Context: an optimization exercise on an open-source flow, tuned for small area and a short achievable clock period. The choices shown serve that exercise and are no tape-out recipe.
RTL that was checked went through simulation tests only; none was proved equivalent to the original.
No activity file was given, so power comes from the tool's default toggle rates.

== run X ==
## alu_top
module alu_top  
#(parameter N=32)  
    (  
    input logic clk, reset,
    input logic[N-1:0]operand1, operand2,
    input logic[3:0] select,
    output logic[(2*N)-1:0] result
    );
    logic[(2*N)-1:0] alu_out; 
    alu #(.N(N)) alu_inst(
        .operand1(operand1),
        .operand2(operand2),
        .operation(select),
        .alu_out(alu_out)
        );  
    always@(posedge clk or posedge reset) begin
        if(reset == 1) begin
        result <= 0;
    end
    else begin
        result <= alu_out;
    end
  end
endmodule 
Size in the first run: about 9100 cells after synthesis, about 64 flip-flops, roughly 56000 um2 of cells after synthesis.
export LEC_CHECK = 0
export ABC_AREA = 1
export CAP_MARGIN = 20
export CORE_MARGIN = 2
export CORE_UTILIZATION = 40
export SLEW_MARGIN = 20
create_clock -name core_clock -period 380.0 [get_ports {clk}]
run.sh (not shown) runs the stock make flow with config.mk's settings and CLKGATE_MAP_FILE= SYNTH_SCRIPT=/design/flow/synth_recipe.tcl, a recipe that flattens the netlist after the stock synthesis.
The following lists how run K was set up differently from run X:
Settings: PLACE_DENSITY: unset -> 0.85; CORE_UTILIZATION: 40 -> 60.
### Flow results
In the reports for run X and run K, the larger final wirelength belongs to run X. Against run X, run K reports a count of non-CTS buffers in the layout that is lower. The clock tree cell share of total cell area on run K is in line with that on run X.
Function was not checked in any run of this note: the RTL went through the layout flow alone.

Another version of the RTL of alu_top (not shown whole).
For scale: roughly 9300 cells after synthesis, roughly 64 flip-flops, about 130 I/O pins, ~0.057 sq mm of cells after synthesis.
clock: 380.0 ns
lec_check: 0
abc_area: 1
cap_margin: 20
core_margin: 2
core_utilization: 40
slew_margin: 20
The first run finished clean.
Next try:
- CAP_MARGIN: 20 -> 70
- SLEW_MARGIN: 20 -> 70
Power came out higher slightly.
Cell area went up slightly.
Setup slack gains 3.1 ns.
Synthesized area does not change.

v27:
Another version of the RTL of alu_top (not shown whole).
Size in the first run: about 130 I/O pins.
clock: 380.0 ns
lec_check: 0
abc_area: 1
cap_margin: 70
core_margin: 2
core_utilization: 40
slew_margin: 70
standard.sh (not shown) runs the stock make flow with config.mk's settings and CLKGATE_MAP_FILE= SYNTH_SCRIPT=/design/flow/synth_recipe.tcl, a recipe that flattens the netlist after the stock synthesis.
==> flow/flow/run.sh <==
#!/bin/bash
# Own layout flow: the standard flow with these changes.
#  1. After the standard synthesis, flow/flip.py chooses the polarity of each full-adder
#     cell so that fewer inverters sit between adders (a full adder is self-dual), and the
#     layout continues from that netlist. Registers are untouched.
#  2. Ports are buffered with sky130_fd_sc_hd__buf_1 instead of the default buffer.
# Each tool's output goes to a log file of its own in this folder.
set -euo pipefail
R=orfs/results/${FLOW_PLATFORM}/alu_top/base
bash standard.sh synth > synth.log 2>&1
cp "$R/1_2_yosys.v" 1_2_yosys_standard.v
python3 flow/flip.py 1_2_yosys_standard.v "$R/1_2_yosys.v" > flip.log 2>&1
rm -f "$R/1_synth.odb" "$R/1_synth.sdc"
bash standard.sh "BUFFER_PORTS_ARGS=-buffer_cell sky130_fd_sc_hd__buf_1" finish > layout.log 2>&1
Other scripts of this flow, unchanged in this note and not shown: flow/flow/flip.py
## Diff of input files: v19 against v27
==> flow/flow/run.sh <==
#!/bin/bash
# Own layout flow: the standard flow with two changes.
#  1. After the standard synthesis, flow/flip.py chooses the polarity of each full-adder
#     cell so that fewer inverters sit between adders (a full adder is self-dual), and the
#     layout continues from that netlist. Registers are untouched.
#  2. Ports are buffered with sky130_fd_sc_hd__buf_2 instead of the default buffer.
# Each tool's output goes to a log file of its own in this folder.
set -euo pipefail
R=orfs/results/${FLOW_PLATFORM}/alu_top/base
bash standard.sh synth > synth.log 2>&1
cp "$R/1_2_yosys.v" 1_2_yosys_standard.v
python3 flow/flip.py 1_2_yosys_standard.v "$R/1_2_yosys.v" > flip.log 2>&1
rm -f "$R/1_synth.odb" "$R/1_synth.sdc"
bash standard.sh "BUFFER_PORTS_ARGS=-buffer_cell sky130_fd_sc_hd__buf_2" finish > layout.log 2>&1
==> comparison <==
Synthesis-to-layout area growth across v27 and v19: no real change.
Diff v27 -> v19 | worst setup slack | increase of 450 ps
Detailed-routing wirelength on met1 | v19 below v27
v27 has lower combinational power share than v19.
Any difference in sequential share of cell area between v27 and v19 is small enough to ignore.
Per the final summary, v19 finished and its layout is clean on timing, DRC and antenna.
All-layer global routing usage: v19 higher than v27
Placed standard-cell area essentially unchanged between v19 and v27.
There was hardly any difference in period utilization between v19 and v27.
Comparing v19 against v27, there is no change at all in number of resized instances in the post-cts repair step.
Via count of v19 exceeds that of v27 slightly.

-- afterwards: timing with drivers on the ports --
The flow's constraints put no driver on any port. The routed layouts listed below were extracted and timed again, unchanged, in two steps. Step 1: set_driving_cell puts a clkbuf_16 on clk and a buf_2 on each other input, an assumption about the parent block. Step 2 times the ports against the registers' clock, not the clock port: input delays grow and output delays shrink by t, the midpoint of the rising clock arrivals with the driver on. a / b / c = no drivers / after step 1 / after step 2; a / b = the first two.
run | t (ns) | setup WS [ns] | hold slack, ns | worst data-port slew with drivers (ns) | cell pins on the clock port's net
run X | 0.446 | 249.356 / 249.391 / 248.945 | 76.240 / 76.207 / 76.653 | 0.16 | 1
run K | 0.447 | 248.043 / 248.074 / 247.627 | 76.229 / 76.191 / 76.638 | 0.20 | 1
the first run of note 2 | 0.461 | 253.654 / 253.698 / 253.237 | 75.903 / 75.859 / 76.319 | 0.08 | 1
the second run of note 2 | 0.473 | 256.791 / 256.807 / 256.334 | 75.861 / 75.816 / 76.289 | 0.09 | 1
v27 | 0.417 | 255.395 / 255.407 / 254.990 | 75.615 / 75.591 / 76.009 | 0.10 | 1
v19 | 0.428 | 255.843 / 255.865 / 255.437 | 75.589 / 75.562 / 75.990 | 0.11 | 1
After both steps every run listed still meets setup and hold. The setup slack of the second run of note 2, which loses most, moves by +0.016 ns with the drivers and by -0.457 ns with both steps.
